Background: an optimization exercise with open tools, aiming at small area and a short achievable clock period. Do not read the settings as production practice.
No run shown here included a check of the RTL's function; only the layout flow was run.
Power and IR drop assume default switching activity.

==> flow/design.v, too long to show whole: its modules and the start of the top module <==
// module halfAdder: 10 lines
// module fullAdder: 11 lines
// module boothSel: 10 lines
// module PipelinedRadix4BoothWallace32: 2326 lines
module PipelinedRadix4BoothWallace32
(
    input logic clk,
    input logic run,
    input logic signedFlag,  
    input logic [32 - 1 : 0] multiplicand,
    input logic [32 - 1 : 0] multiplier,
    output logic [64 - 1 : 0] out
);
  // ...
==> flow/run.sh <==
#!/bin/bash
# synth_recipe.tcl (not shown) runs the flow's synth.tcl, then flattens the netlist and writes it again
# the make line also repeats each setting of config.mk as NAME=value (left out here)
make -C /OpenROAD-flow-scripts/flow DESIGN_CONFIG=/design/flow/config.mk WORK_HOME=/design/flow/orfs CLKGATE_MAP_FILE= SYNTH_SCRIPT=/design/flow/synth_recipe.tcl finish
==> flow/config.mk <==
export PLATFORM = sky130hd
export DESIGN_NAME = PipelinedRadix4BoothWallace32
export DESIGN_NICKNAME = PipelinedRadix4BoothWallace32
export VERILOG_FILES = /design/flow/design.v
export SDC_FILE = /design/flow/constraint.sdc
export NUM_CORES = 4
export LEC_CHECK = 0
export CAP_MARGIN = 20
export CORE_MARGIN = 2
export CORE_UTILIZATION = 50
export PLACE_DENSITY = 0.65
export SETUP_SLACK_MARGIN = 1.7
export SLEW_MARGIN = 20
export SYNTH_HIERARCHICAL = 1
export SYNTH_MINIMUM_KEEP_SIZE = 0
==> flow/constraint.sdc <==
create_clock -name core_clock -period 4.2 [get_ports {clk}]
set_input_delay 0.8400 -clock core_clock [delete_from_list [all_inputs] [get_ports {clk}]]
set_output_delay 0.8400 -clock core_clock [all_outputs]
set_load 0.01 [all_outputs]
==> out/results.ini, run 1 <==
[drt]
vias=26800
wl_met3_um=13100
drt_iter0_drc=3140
route.antenna.remaining_nets=0
routed_wl_um=110000
via_per_inst=6.21

[yosys]
synth-edff-count=653
synthTopCellsByCount=653 x edfxtp_1, 596 x xnor2_1, 528 x o22ai_1
synth_top_cells_by_area=edfxtp_1 47%, fa_1 23%, xnor2_1 12%, o22ai_1 7.8%, ha_1 3.5%
ys_warn_count=7
ys.flop_type=edfxtp_1

[placement]
hpwlAfterDp_um=76300

[critical_path]
ff2ff_path_depth=10
worstSetupPathType=flip-flop to flip-flop
cp_slowest_cell=fa_1
r2r_setup_slack_ps=1560
slowest_delay_ps=520

[finish]
multiInputCombCellCount=2057
seq_cells=653
most-common-layout-cells=653 x edfxtp_1, 513 x o22ai_1, 492 x xnor2_1
final_cells=4315

[power_and_ir_drop]
power_frac_seq_pct=35.1
pg_comb_mw=18.2
p_clk_share_pct=16.2
peakVddDrop_uv=458

[global_routing]
met2_usage_pct=37.9

[timing]
clock-skew-final_ps=33.3
setup_viol=0

[clocking]
numCtsBuffers=72

[run_status]
status=no timing/DRC/antenna violations

[die]
num_rows=106

==> run 2: changes to the inputs <==
--- a/flow/design.v
+++ b/flow/design.v
@@ -1093,31 +1093,62 @@
 wire c1046;
 wire s1047;
 wire c1048;
 wire s1049;
 wire c1050;
 wire s1051;
 wire c1052;
 reg [63:0] r4_s;
-reg [6:0] r4_c;
+reg [14:0] r4_c;
 wire bg1, bp1;
 wire bg2, bp2;
 wire bg3, bp3;
 wire bg4, bp4;
 wire bg5, bp5;
 wire bg6, bp6;
 wire bg7, bp7;
 wire bg8, bp8;
 wire bg9, bp9;
 wire bg10, bp10;
 wire bg11, bp11;
 wire bg12, bp12;
 wire bg13, bp13;
 wire bg14, bp14;
+wire bg15, bp15;
+wire bg16, bp16;
+wire bg17, bp17;
+wire bg18, bp18;
+wire bg19, bp19;
+wire bg20, bp20;
+wire bg21, bp21;
+wire bg22, bp22;
+wire bg23, bp23;
+wire bg24, bp24;
+wire bg25, bp25;
+wire bg26, bp26;
+wire bg27, bp27;
+wire bg28, bp28;
+wire bg29, bp29;
+wire bg30, bp30;
+wire bg31, bp31;
+wire bg32, bp32;
+wire bg33, bp33;
+wire bg34, bp34;
+wire bg35, bp35;
+wire bg36, bp36;
+wire bg37, bp37;
+wire bg38, bp38;
+wire bg39, bp39;
+wire bg40, bp40;
+wire bg41, bp41;
+wire bg42, bp42;
+wire bg43, bp43;
+wire bg44, bp44;
+wire bg45, bp45;
 reg [63:0] r5;
 wire [32:0] ax = {signedFlag & multiplicand[31], multiplicand};
 wire [34:0] bx = {signedFlag & multiplier[31], signedFlag & multiplier[31], multiplier, 1'b0};
 wire [15:0] one_e, two_e, neg_e;
 assign one_e[0] = bx[1] ^ bx[0];
 assign two_e[0] = (bx[2] & ~bx[1] & ~bx[0]) | (~bx[2] & bx[1] & bx[0]);
 assign neg_e[0] = bx[2] & ~(bx[1] & bx[0]);
 assign one_e[1] = bx[3] ^ bx[2];
@@ -2290,68 +2321,154 @@
 halfAdder ha_l6_30 (.x(r3[108]), .y(r3[109]), .sum(s1041), .cout(c1042));
 fullAdder fa_l6_476 (.x(r3[110]), .y(r3[111]), .cin(r3[112]), .sum(s1043), .cout(c1044));
 halfAdder ha_l6_31 (.x(r3[113]), .y(r3[114]), .sum(s1045), .cout(c1046));
 fullAdder fa_l6_477 (.x(r3[116]), .y(r3[117]), .cin(r3[118]), .sum(s1047), .cout(c1048));
 fullAdder fa_l6_478 (.x(r3[120]), .y(r3[121]), .cin(r3[122]), .sum(s1049), .cout(c1050));
 fullAdder fa_l6_479 (.x(r3[124]), .y(r3[125]), .cin(r3[126]), .sum(s1051), .cout(c1052));
 wire [63:0] opx = {r3[135], r3[134], r3[132], r3[131], r3[129], r3[128], c1052, s1051, c1050, s1049, c1048, s1047, c1046, c1044, c1042, c1040, c1038, c1036, c1034, c1032, c1030, c1028, c1026, c1024, c1022, c1020, c1018, c1016, c1014, c1012, c1010, c1008, c1006, c1004, c1002, c1000, c998, c996, c994, c992, c990, c988, c986, c984, c982, c980, c978, c976, c974, c972, c970, c968, c966, c964, c962, c960, s959, r3[7], r3[6], r3[5], r3[4], r3[3], r3[2], r3[0]};
 wire [63:0] opy = {r3[136], 1'b0, r3[133], 1'b0, r3[130], 1'b0, r3[127], 1'b0, r3[123], 1'b0, r3[119], 1'b0, r3[115], s1045, s1043, s1041, s1039, s1037, s1035, s1033, s1031, s1029, s1027, s1025, s1023, s1021, s1019, s1017, s1015, s1013, s1011, s1009, s1007, s1005, s1003, s1001, s999, s997, s995, s993, s991, s989, s987, s985, s983, s981, s979, s977, s975, s973, s971, s969, s967, s965, s963, s961, 1'b0, 1'b0, 1'b0, 1'b0, 1'b0, 1'b0, 1'b0, r3[1]};
-wire [8:0] bs0 = {1'b0, opx[7:0]} + {1'b0, opy[7:0]};
-wire [8:0] bs1 = {1'b0, opx[15:8]} + {1'b0, opy[15:8]};
-wire [8:0] bs2 = {1'b0, opx[23:16]} + {1'b0, opy[23:16]};
-wire [8:0] bs3 = {1'b0, opx[31:24]} + {1'b0, opy[31:24]};
-wire [8:0] bs4 = {1'b0, opx[39:32]} + {1'b0, opy[39:32]};
-wire [8:0] bs5 = {1'b0, opx[47:40]} + {1'b0, opy[47:40]};
-wire [8:0] bs6 = {1'b0, opx[55:48]} + {1'b0, opy[55:48]};
-wire [8:0] bs7 = {1'b0, opx[63:56]} + {1'b0, opy[63:56]};
-always_ff @(posedge clk) if (run) r4_s <= {bs7[7:0], bs6[7:0], bs5[7:0], bs4[7:0], bs3[7:0], bs2[7:0], bs1[7:0], bs0[7:0]};
-always_ff @(posedge clk) if (run) r4_c <= {bs6[8], bs5[8], bs4[8], bs3[8], bs2[8], bs1[8], bs0[8]};
-wire [7:0] ball;
-assign ball[0] = &r4_s[7:0];
-assign ball[1] = &r4_s[15:8];
-assign ball[2] = &r4_s[23:16];
-assign ball[3] = &r4_s[31:24];
-assign ball[4] = &r4_s[39:32];
-assign ball[5] = &r4_s[47:40];
-assign ball[6] = &r4_s[55:48];
-assign ball[7] = &r4_s[63:56];
+wire [4:0] bs0 = {1'b0, opx[3:0]} + {1'b0, opy[3:0]};
+wire [4:0] bs1 = {1'b0, opx[7:4]} + {1'b0, opy[7:4]};
+wire [4:0] bs2 = {1'b0, opx[11:8]} + {1'b0, opy[11:8]};
+wire [4:0] bs3 = {1'b0, opx[15:12]} + {1'b0, opy[15:12]};
+wire [4:0] bs4 = {1'b0, opx[19:16]} + {1'b0, opy[19:16]};
+wire [4:0] bs5 = {1'b0, opx[23:20]} + {1'b0, opy[23:20]};
+wire [4:0] bs6 = {1'b0, opx[27:24]} + {1'b0, opy[27:24]};
+wire [4:0] bs7 = {1'b0, opx[31:28]} + {1'b0, opy[31:28]};
+wire [4:0] bs8 = {1'b0, opx[35:32]} + {1'b0, opy[35:32]};
+wire [4:0] bs9 = {1'b0, opx[39:36]} + {1'b0, opy[39:36]};
+wire [4:0] bs10 = {1'b0, opx[43:40]} + {1'b0, opy[43:40]};
+wire [4:0] bs11 = {1'b0, opx[47:44]} + {1'b0, opy[47:44]};
+wire [4:0] bs12 = {1'b0, opx[51:48]} + {1'b0, opy[51:48]};
+wire [4:0] bs13 = {1'b0, opx[55:52]} + {1'b0, opy[55:52]};
+wire [4:0] bs14 = {1'b0, opx[59:56]} + {1'b0, opy[59:56]};
+wire [4:0] bs15 = {1'b0, opx[63:60]} + {1'b0, opy[63:60]};
+always_ff @(posedge clk) if (run) r4_s <= {bs15[3:0], bs14[3:0], bs13[3:0], bs12[3:0], bs11[3:0], bs10[3:0], bs9[3:0], bs8[3:0], bs7[3:0], bs6[3:0], bs5[3:0], bs4[3:0], bs3[3:0], bs2[3:0], bs1[3:0], bs0[3:0]};
+always_ff @(posedge clk) if (run) r4_c <= {bs14[4], bs13[4], bs12[4], bs11[4], bs10[4], bs9[4], bs8[4], bs7[4], bs6[4], bs5[4], bs4[4], bs3[4], bs2[4], bs1[4], bs0[4]};
+wire [15:0] ball;
+assign ball[0] = &r4_s[3:0];
+assign ball[1] = &r4_s[7:4];
+assign ball[2] = &r4_s[11:8];
+assign ball[3] = &r4_s[15:12];
+assign ball[4] = &r4_s[19:16];
+assign ball[5] = &r4_s[23:20];
+assign ball[6] = &r4_s[27:24];
+assign ball[7] = &r4_s[31:28];
+assign ball[8] = &r4_s[35:32];
+assign ball[9] = &r4_s[39:36];
+assign ball[10] = &r4_s[43:40];
+assign ball[11] = &r4_s[47:44];
+assign ball[12] = &r4_s[51:48];
+assign ball[13] = &r4_s[55:52];
+assign ball[14] = &r4_s[59:56];
+assign ball[15] = &r4_s[63:60];
 assign bg1 = r4_c[1] | (ball[1] & r4_c[0]);
 assign bp1 = ball[1] & ball[0];
 assign bg2 = r4_c[2] | (ball[2] & r4_c[1]);
 assign bp2 = ball[2] & ball[1];
 assign bg3 = r4_c[3] | (ball[3] & r4_c[2]);
 assign bp3 = ball[3] & ball[2];
 assign bg4 = r4_c[4] | (ball[4] & r4_c[3]);
 assign bp4 = ball[4] & ball[3];
 assign bg5 = r4_c[5] | (ball[5] & r4_c[4]);
 assign bp5 = ball[5] & ball[4];
 assign bg6 = r4_c[6] | (ball[6] & r4_c[5]);
 assign bp6 = ball[6] & ball[5];
-assign bg7 = bg2 | (bp2 & r4_c[0]);
-assign bp7 = bp2 & ball[0];
-assign bg8 = bg3 | (bp3 & bg1);
-assign bp8 = bp3 & bp1;
-assign bg9 = bg4 | (bp4 & bg2);
-assign bp9 = bp4 & bp2;
-assign bg10 = bg5 | (bp5 & bg3);
-assign bp10 = bp5 & bp3;
-assign bg11 = bg6 | (bp6 & bg4);
-assign bp11 = bp6 & bp4;
-assign bg12 = bg9 | (bp9 & r4_c[0]);
-assign bp12 = bp9 & ball[0];
-assign bg13 = bg10 | (bp10 & bg1);
-assign bp13 = bp10 & bp1;
-assign bg14 = bg11 | (bp11 & bg7);
-assign bp14 = bp11 & bp7;
-wire [7:0] bcin;
+assign bg7 = r4_c[7] | (ball[7] & r4_c[6]);
+assign bp7 = ball[7] & ball[6];
+assign bg8 = r4_c[8] | (ball[8] & r4_c[7]);
+assign bp8 = ball[8] & ball[7];
+assign bg9 = r4_c[9] | (ball[9] & r4_c[8]);
+assign bp9 = ball[9] & ball[8];
+assign bg10 = r4_c[10] | (ball[10] & r4_c[9]);
+assign bp10 = ball[10] & ball[9];
+assign bg11 = r4_c[11] | (ball[11] & r4_c[10]);
+assign bp11 = ball[11] & ball[10];
+assign bg12 = r4_c[12] | (ball[12] & r4_c[11]);
+assign bp12 = ball[12] & ball[11];
+assign bg13 = r4_c[13] | (ball[13] & r4_c[12]);
+assign bp13 = ball[13] & ball[12];
+assign bg14 = r4_c[14] | (ball[14] & r4_c[13]);
+assign bp14 = ball[14] & ball[13];
+assign bg15 = bg2 | (bp2 & r4_c[0]);
+assign bp15 = bp2 & ball[0];
+assign bg16 = bg3 | (bp3 & bg1);
+assign bp16 = bp3 & bp1;
+assign bg17 = bg4 | (bp4 & bg2);
+assign bp17 = bp4 & bp2;
+assign bg18 = bg5 | (bp5 & bg3);
+assign bp18 = bp5 & bp3;
+assign bg19 = bg6 | (bp6 & bg4);
+assign bp19 = bp6 & bp4;
+assign bg20 = bg7 | (bp7 & bg5);
+assign bp20 = bp7 & bp5;
+assign bg21 = bg8 | (bp8 & bg6);
+assign bp21 = bp8 & bp6;
+assign bg22 = bg9 | (bp9 & bg7);
+assign bp22 = bp9 & bp7;
+assign bg23 = bg10 | (bp10 & bg8);
+assign bp23 = bp10 & bp8;
+assign bg24 = bg11 | (bp11 & bg9);
+assign bp24 = bp11 & bp9;
+assign bg25 = bg12 | (bp12 & bg10);
+assign bp25 = bp12 & bp10;
+assign bg26 = bg13 | (bp13 & bg11);
+assign bp26 = bp13 & bp11;
+assign bg27 = bg14 | (bp14 & bg12);
+assign bp27 = bp14 & bp12;
+assign bg28 = bg17 | (bp17 & r4_c[0]);
+assign bp28 = bp17 & ball[0];
+assign bg29 = bg18 | (bp18 & bg1);
+assign bp29 = bp18 & bp1;
+assign bg30 = bg19 | (bp19 & bg15);
+assign bp30 = bp19 & bp15;
+assign bg31 = bg20 | (bp20 & bg16);
+assign bp31 = bp20 & bp16;
+assign bg32 = bg21 | (bp21 & bg17);
+assign bp32 = bp21 & bp17;
+assign bg33 = bg22 | (bp22 & bg18);
+assign bp33 = bp22 & bp18;
+assign bg34 = bg23 | (bp23 & bg19);
+assign bp34 = bp23 & bp19;
+assign bg35 = bg24 | (bp24 & bg20);
+assign bp35 = bp24 & bp20;
+assign bg36 = bg25 | (bp25 & bg21);
+assign bp36 = bp25 & bp21;
+assign bg37 = bg26 | (bp26 & bg22);
+assign bp37 = bp26 & bp22;
+assign bg38 = bg27 | (bp27 & bg23);
+assign bp38 = bp27 & bp23;
+assign bg39 = bg32 | (bp32 & r4_c[0]);
+assign bp39 = bp32 & ball[0];
+assign bg40 = bg33 | (bp33 & bg1);
+assign bp40 = bp33 & bp1;
+assign bg41 = bg34 | (bp34 & bg15);
+assign bp41 = bp34 & bp15;
+assign bg42 = bg35 | (bp35 & bg16);
+assign bp42 = bp35 & bp16;
+assign bg43 = bg36 | (bp36 & bg28);
+assign bp43 = bp36 & bp28;
+assign bg44 = bg37 | (bp37 & bg29);
+assign bp44 = bp37 & bp29;
+assign bg45 = bg38 | (bp38 & bg30);
+assign bp45 = bp38 & bp30;
+wire [15:0] bcin;
 assign bcin[0] = 1'b0;
 assign bcin[1] = r4_c[0];
 assign bcin[2] = bg1;
-assign bcin[3] = bg7;
-assign bcin[4] = bg8;
-assign bcin[5] = bg12;
-assign bcin[6] = bg13;
-assign bcin[7] = bg14;
-wire [63:0] prod = {(r4_s[63] ^ (bcin[7] & (&r4_s[62:56]))), (r4_s[62] ^ (bcin[7] & (&r4_s[61:56]))), (r4_s[61] ^ (bcin[7] & (&r4_s[60:56]))), (r4_s[60] ^ (bcin[7] & (&r4_s[59:56]))), (r4_s[59] ^ (bcin[7] & (&r4_s[58:56]))), (r4_s[58] ^ (bcin[7] & (&r4_s[57:56]))), (r4_s[57] ^ (bcin[7] & (&r4_s[56:56]))), (r4_s[56] ^ bcin[7]), (r4_s[55] ^ (bcin[6] & (&r4_s[54:48]))), (r4_s[54] ^ (bcin[6] & (&r4_s[53:48]))), (r4_s[53] ^ (bcin[6] & (&r4_s[52:48]))), (r4_s[52] ^ (bcin[6] & (&r4_s[51:48]))), (r4_s[51] ^ (bcin[6] & (&r4_s[50:48]))), (r4_s[50] ^ (bcin[6] & (&r4_s[49:48]))), (r4_s[49] ^ (bcin[6] & (&r4_s[48:48]))), (r4_s[48] ^ bcin[6]), (r4_s[47] ^ (bcin[5] & (&r4_s[46:40]))), (r4_s[46] ^ (bcin[5] & (&r4_s[45:40]))), (r4_s[45] ^ (bcin[5] & (&r4_s[44:40]))), (r4_s[44] ^ (bcin[5] & (&r4_s[43:40]))), (r4_s[43] ^ (bcin[5] & (&r4_s[42:40]))), (r4_s[42] ^ (bcin[5] & (&r4_s[41:40]))), (r4_s[41] ^ (bcin[5] & (&r4_s[40:40]))), (r4_s[40] ^ bcin[5]), (r4_s[39] ^ (bcin[4] & (&r4_s[38:32]))), (r4_s[38] ^ (bcin[4] & (&r4_s[37:32]))), (r4_s[37] ^ (bcin[4] & (&r4_s[36:32]))), (r4_s[36] ^ (bcin[4] & (&r4_s[35:32]))), (r4_s[35] ^ (bcin[4] & (&r4_s[34:32]))), (r4_s[34] ^ (bcin[4] & (&r4_s[33:32]))), (r4_s[33] ^ (bcin[4] & (&r4_s[32:32]))), (r4_s[32] ^ bcin[4]), (r4_s[31] ^ (bcin[3] & (&r4_s[30:24]))), (r4_s[30] ^ (bcin[3] & (&r4_s[29:24]))), (r4_s[29] ^ (bcin[3] & (&r4_s[28:24]))), (r4_s[28] ^ (bcin[3] & (&r4_s[27:24]))), (r4_s[27] ^ (bcin[3] & (&r4_s[26:24]))), (r4_s[26] ^ (bcin[3] & (&r4_s[25:24]))), (r4_s[25] ^ (bcin[3] & (&r4_s[24:24]))), (r4_s[24] ^ bcin[3]), (r4_s[23] ^ (bcin[2] & (&r4_s[22:16]))), (r4_s[22] ^ (bcin[2] & (&r4_s[21:16]))), (r4_s[21] ^ (bcin[2] & (&r4_s[20:16]))), (r4_s[20] ^ (bcin[2] & (&r4_s[19:16]))), (r4_s[19] ^ (bcin[2] & (&r4_s[18:16]))), (r4_s[18] ^ (bcin[2] & (&r4_s[17:16]))), (r4_s[17] ^ (bcin[2] & (&r4_s[16:16]))), (r4_s[16] ^ bcin[2]), (r4_s[15] ^ (bcin[1] & (&r4_s[14:8]))), (r4_s[14] ^ (bcin[1] & (&r4_s[13:8]))), (r4_s[13] ^ (bcin[1] & (&r4_s[12:8]))), (r4_s[12] ^ (bcin[1] & (&r4_s[11:8]))), (r4_s[11] ^ (bcin[1] & (&r4_s[10:8]))), (r4_s[10] ^ (bcin[1] & (&r4_s[9:8]))), (r4_s[9] ^ (bcin[1] & (&r4_s[8:8]))), (r4_s[8] ^ bcin[1]), (r4_s[7] ^ (bcin[0] & (&r4_s[6:0]))), (r4_s[6] ^ (bcin[0] & (&r4_s[5:0]))), (r4_s[5] ^ (bcin[0] & (&r4_s[4:0]))), (r4_s[4] ^ (bcin[0] & (&r4_s[3:0]))), (r4_s[3] ^ (bcin[0] & (&r4_s[2:0]))), (r4_s[2] ^ (bcin[0] & (&r4_s[1:0]))), (r4_s[1] ^ (bcin[0] & (&r4_s[0:0]))), (r4_s[0] ^ bcin[0])};
+assign bcin[3] = bg15;
+assign bcin[4] = bg16;
+assign bcin[5] = bg28;
+assign bcin[6] = bg29;
+assign bcin[7] = bg30;
+assign bcin[8] = bg31;
+assign bcin[9] = bg39;
+assign bcin[10] = bg40;
+assign bcin[11] = bg41;
+assign bcin[12] = bg42;
+assign bcin[13] = bg43;
+assign bcin[14] = bg44;
+assign bcin[15] = bg45;
+wire [63:0] prod = {(r4_s[63] ^ (bcin[15] & (&r4_s[62:60]))), (r4_s[62] ^ (bcin[15] & (&r4_s[61:60]))), (r4_s[61] ^ (bcin[15] & (&r4_s[60:60]))), (r4_s[60] ^ bcin[15]), (r4_s[59] ^ (bcin[14] & (&r4_s[58:56]))), (r4_s[58] ^ (bcin[14] & (&r4_s[57:56]))), (r4_s[57] ^ (bcin[14] & (&r4_s[56:56]))), (r4_s[56] ^ bcin[14]), (r4_s[55] ^ (bcin[13] & (&r4_s[54:52]))), (r4_s[54] ^ (bcin[13] & (&r4_s[53:52]))), (r4_s[53] ^ (bcin[13] & (&r4_s[52:52]))), (r4_s[52] ^ bcin[13]), (r4_s[51] ^ (bcin[12] & (&r4_s[50:48]))), (r4_s[50] ^ (bcin[12] & (&r4_s[49:48]))), (r4_s[49] ^ (bcin[12] & (&r4_s[48:48]))), (r4_s[48] ^ bcin[12]), (r4_s[47] ^ (bcin[11] & (&r4_s[46:44]))), (r4_s[46] ^ (bcin[11] & (&r4_s[45:44]))), (r4_s[45] ^ (bcin[11] & (&r4_s[44:44]))), (r4_s[44] ^ bcin[11]), (r4_s[43] ^ (bcin[10] & (&r4_s[42:40]))), (r4_s[42] ^ (bcin[10] & (&r4_s[41:40]))), (r4_s[41] ^ (bcin[10] & (&r4_s[40:40]))), (r4_s[40] ^ bcin[10]), (r4_s[39] ^ (bcin[9] & (&r4_s[38:36]))), (r4_s[38] ^ (bcin[9] & (&r4_s[37:36]))), (r4_s[37] ^ (bcin[9] & (&r4_s[36:36]))), (r4_s[36] ^ bcin[9]), (r4_s[35] ^ (bcin[8] & (&r4_s[34:32]))), (r4_s[34] ^ (bcin[8] & (&r4_s[33:32]))), (r4_s[33] ^ (bcin[8] & (&r4_s[32:32]))), (r4_s[32] ^ bcin[8]), (r4_s[31] ^ (bcin[7] & (&r4_s[30:28]))), (r4_s[30] ^ (bcin[7] & (&r4_s[29:28]))), (r4_s[29] ^ (bcin[7] & (&r4_s[28:28]))), (r4_s[28] ^ bcin[7]), (r4_s[27] ^ (bcin[6] & (&r4_s[26:24]))), (r4_s[26] ^ (bcin[6] & (&r4_s[25:24]))), (r4_s[25] ^ (bcin[6] & (&r4_s[24:24]))), (r4_s[24] ^ bcin[6]), (r4_s[23] ^ (bcin[5] & (&r4_s[22:20]))), (r4_s[22] ^ (bcin[5] & (&r4_s[21:20]))), (r4_s[21] ^ (bcin[5] & (&r4_s[20:20]))), (r4_s[20] ^ bcin[5]), (r4_s[19] ^ (bcin[4] & (&r4_s[18:16]))), (r4_s[18] ^ (bcin[4] & (&r4_s[17:16]))), (r4_s[17] ^ (bcin[4] & (&r4_s[16:16]))), (r4_s[16] ^ bcin[4]), (r4_s[15] ^ (bcin[3] & (&r4_s[14:12]))), (r4_s[14] ^ (bcin[3] & (&r4_s[13:12]))), (r4_s[13] ^ (bcin[3] & (&r4_s[12:12]))), (r4_s[12] ^ bcin[3]), (r4_s[11] ^ (bcin[2] & (&r4_s[10:8]))), (r4_s[10] ^ (bcin[2] & (&r4_s[9:8]))), (r4_s[9] ^ (bcin[2] & (&r4_s[8:8]))), (r4_s[8] ^ bcin[2]), (r4_s[7] ^ (bcin[1] & (&r4_s[6:4]))), (r4_s[6] ^ (bcin[1] & (&r4_s[5:4]))), (r4_s[5] ^ (bcin[1] & (&r4_s[4:4]))), (r4_s[4] ^ bcin[1]), (r4_s[3] ^ (bcin[0] & (&r4_s[2:0]))), (r4_s[2] ^ (bcin[0] & (&r4_s[1:0]))), (r4_s[1] ^ (bcin[0] & (&r4_s[0:0]))), (r4_s[0] ^ bcin[0])};
 always_ff @(posedge clk) if (run) r5 <= prod;
 assign out = r5;
 endmodule
--- a/flow/config.mk
+++ b/flow/config.mk
@@ -3,13 +3,15 @@
 export DESIGN_NICKNAME = PipelinedRadix4BoothWallace32
 export VERILOG_FILES = /design/flow/design.v
 export SDC_FILE = /design/flow/constraint.sdc
 export NUM_CORES = 4
 export LEC_CHECK = 0
 export CAP_MARGIN = 20
 export CORE_MARGIN = 2
 export CORE_UTILIZATION = 50
+export CTS_BUF_LIST = sky130_fd_sc_hd__clkbuf_4 sky130_fd_sc_hd__clkbuf_8
+export CTS_CLUSTER_SIZE = 30
 export PLACE_DENSITY = 0.65
 export SETUP_SLACK_MARGIN = 1.7
 export SLEW_MARGIN = 20
 export SYNTH_HIERARCHICAL = 1
 export SYNTH_MINIMUM_KEEP_SIZE = 0
==> run 2 against run 1 <==
Compared with the run above: setup slack improved by 75 ps; first-iteration DRC count rose by 8.1%; combinational power is essentially flat; still clean on timing, DRC and antenna; routed wire length increased by 10%; clock skew up 40 ps; area after synthesis grew 1.3%; core utilization barely moved.
==> out/results.ini, run 2 <==
[yosys]
synthAdderAreaFrac_pct=26.7
syn_area_um2=42700
synthMuxAreaShare_pct=0
ys_warn_count=7  ; unchanged
yosys.area_share.simple_pct=2.69
synthDominantCellAreaShare_pct=46.4
synth_top_cells_by_area=edfxtp_1 46%, fa_1 23%, xnor2_1 12%, o22ai_1 7.7%, ha_1 3.8%
synth_cell_type_count=53
synth-compound-area-share_pct=9.50
synth.net_count=3670
synth-edff-count=660  ; +1.1%
synth_seq_cells=660
postSynthCellCount=2985
netlist.top_cell.by_area=edfxtp_1
ys.flop_type=edfxtp_1
syn_avg_cell_area_um2=14.3
synth-xor-area-share_pct=12.3
synth_top_family_by_area=adder cells
ys_seq_area_share_pct=46.4
synthTopCellsByCount=660 x edfxtp_1, 570 x xnor2_1, 528 x o22ai_1
async_flop_share_pct=0
synth.most_common_cell=edfxtp_1

[power_and_ir_drop]
power_density_nw_per_um2=740
peakVddDrop_uv=395  ; -14%
power_mw=37.3
p_leak_nw=18.4

[timing]
drv_slew=0
fmax_ghz=0.389
worst_slew_pin_slew_ps=924
rsz0062_at_grt=true
relSlewSlack_pct=38.4
finalCritPeriodShare_pct=61.2
setup_viol=0  ; unchanged
clock-skew-final_ps=73.1  ; +39.8 ps
fin_tns_setup_ps=0
hold_viol_final=0
min_period_ps=2570

[clocking]
cts_max_level=3
cts_tree=built
max-clock-path-buffers=3
numCtsBuffers=111  ; +54%
clkTransAtPathRegs_ps=60
cts_root_buf=clkbuf_8
clock_sinks=660
clock_latency_ps=800

[die]
core_um2=84900
pin_count=131
start_util_pct=50.3
die_y_um=296
dieArea_um2=87700
die_x_um=296
num_rows=107  ; +0.94%

[placement]
io_buffers=130
hpwlAfterDp_um=85900  ; +13%
placed_area_um2=45900
place.gp.congestion=0.971

[global_routing]
grt_pass1_wl_um=180000
track_usage_pct=28.0
grt_pass1_vias=28800
grt_max_degree=117
antenna_found_initial=6
grt_overflow=0

[drt]
drt_iter0_drc=3394  ; +8.1%
route.antenna.remaining_nets=0  ; unchanged
wl_per_cell_um=26.8
vias=27800  ; +3.7%
via_per_inst=6.14  ; -1.2%
drtPass1Iterations=6
drcViolationCount=0
routed_wl_um=121000  ; +10%

[run_status]
status=no timing/DRC/antenna violations

[critical_path]
rr_endpoint=r2[161]$_DFFE_PP_
required_ps=4700
crit_arrival_ps=3070
end_kind=flip-flop
cp_max_fo=6
worstSetupPathType=flip-flop to flip-flop
crit_start=r1_neg[7]$_DFFE_PP_
start_kind=flip-flop
r2r_setup_slack_ps=1630  ; +70 ps
reg2reg_from=r1_neg[7]$_DFFE_PP_
endpoint=r2[161]$_DFFE_PP_
ff2ff_path_depth=6  ; -4

[finish]
reg_top3=r2 x299, r3 x137
finish.utilization_pct=59.3
layout_commonest_cell=edfxtp_1
layout-drive-gt1-share_pct=16.4
most-common-layout-cells=660 x edfxtp_1, 508 x o22ai_1, 476 x fa_1
fin_nets=3981
fin_area_um2=50400
largest_register_ff_count=299
area_growth_pct=17.9
regMostFlops=r2

[hold_path]
min_path_type=flip-flop to flip-flop

[flow_run]
max_cap_violations=0

[run 2: kinds of logic (layout without fill, tap and decap cells)]
family | Yosys count | after routing
flip-flops | 660 | 660
adder cells (fa/ha/maj) | 618 | 618
XOR/XNOR | 601 | 601
buffers and inverters | 262 | 661
other | 0 | 2
AO/OA/AOI/OAI | 640 | 640
AND/OR/NAND/NOR | 204 | 204
[run 2: cell type report]
| class | instances | area (um2) |
|---|---|---|
| Clock inverter | 47 | 398 |
| Fill cell | 6582 | 34500 |
| Inverter | 128 | 480 |
| Sequential cell | 660 | 19800 |
| Timing Repair Buffer | 332 | 3310 |
| Clock buffer | 154 | 1860 |
| Antenna cell | 2 | 5.00 |
| Multi-Input combinational cell | 2063 | 23100 |
| Tap cell | 1144 | 1430 |
[run 2: critical path: stages (launching register included)]
cell,delay (ps)
edfxtp_1,490
buf_4,210
buf_4,190
xnor2_2,200
o22ai_1,160
fa_1,640
fa_1,440
[run 2: worst min-delay path by stage]
stage | from | end | slack (ps) | cells past startpoint
global placement | r2[33]$_DFFE_PP_ | r3[22]$_DFFE_PP_ | 400 | 0
CTS | r4_s[0]$_DFFE_PP_ | r5[0]$_DFFE_PP_ | 420 | 0
global route | r2[225]$_DFFE_PP_ | r3[97]$_DFFE_PP_ | 430 | 0
floorplan | r2[0]$_DFFE_PP_ | r3[0]$_DFFE_PP_ | 400 | 0
detailed placement | r2[2]$_DFFE_PP_ | r3[2]$_DFFE_PP_ | 410 | 0
finish | r4_s[0]$_DFFE_PP_ | r5[0]$_DFFE_PP_ | 420 | 0
[run 2: metrics by stage]
stage,setup slack (ps),cells,hold WS [ps]
final,1630,4530,418
after global routing,1560,4530,426
after floorplan,1700,2985,400
after global placement,1060,4243,403
after detailed placement,1040,4244,405
after CTS,1700,4525,421
[run 2: metal layers]
metal | up-vias | wire [um] | track usage (%)
li1 | 11600 | - | -
met1 | 13900 | 49600 | 40.0
met2 | 1877 | 50800 | 39.7
met3 | 410 | 15400 | 9.09
met4 | 0 | 5580 | 11.4
met5 | - | 0 | 0
[run 2: timing repair]
action / 4_1_cts / 5_1_grt
buffers inserted: 80 / 3
pin swaps: 0 / 16
endpoints found under the hold margin: 0 / 0
gates resized for setup: 81 / 175
endpoints found under the setup margin: 315 / 138
hold buffers: 0 / 0
[run 2: per-module statistics from Yosys, one instance, submodules excluded]
| module | times used | area [um2] | flops+latches | cells |
|---|---|---|---|---|
| halfAdder | 31 | 12.5 | 0 | 1 |
| PipelinedRadix4BoothWallace32 | 1 | 29400 | 660 | 1947 |
| boothSel | 528 | 6.26 | 0 | 1 |
| fullAdder | 479 | 20.0 | 0 | 1 |
[run 2: report_power, final]
group          total [mW]  internal, mW  switching (mW)
Combinational        17.9          8.02            9.91
Sequential           13.4          11.9            1.52
Clock                5.89          3.23            2.66
Total                37.3          23.2            14.1

[separate check: timing with driven ports]
The flow's constraints put no driver on any port. The routed layouts listed below were extracted and timed again, unchanged, in two steps.
Step 1 (the two cells are an assumption about what drives the block):
set clk [get_ports {clk}]
set_driving_cell -lib_cell sky130_fd_sc_hd__clkbuf_16 $clk
set_driving_cell -lib_cell sky130_fd_sc_hd__buf_2 [delete_from_list [all_inputs] $clk]
Step 2 times the ports against the registers' clock, not the clock port: input delays grow and output delays shrink by t, the midpoint of the rising clock arrivals with the driver on.
Slacks: ideal / step 1 / step 2; pairs: ideal / step 1.
run	t, ns	setup WS [ns]	worst hold slack (ns)	clock arrival spread, ns	worst slew at a driven data input, ns
run 1	0.704	1.556 / 1.556 / 1.556	0.415 / 0.415 / 0.415	0.036 / 0.035	0.10
run 2	0.819	1.630 / 1.630 / 1.630	0.418 / 0.418 / 0.418	0.084 / 0.084	0.05
After both steps setup and hold are still met in every run listed.
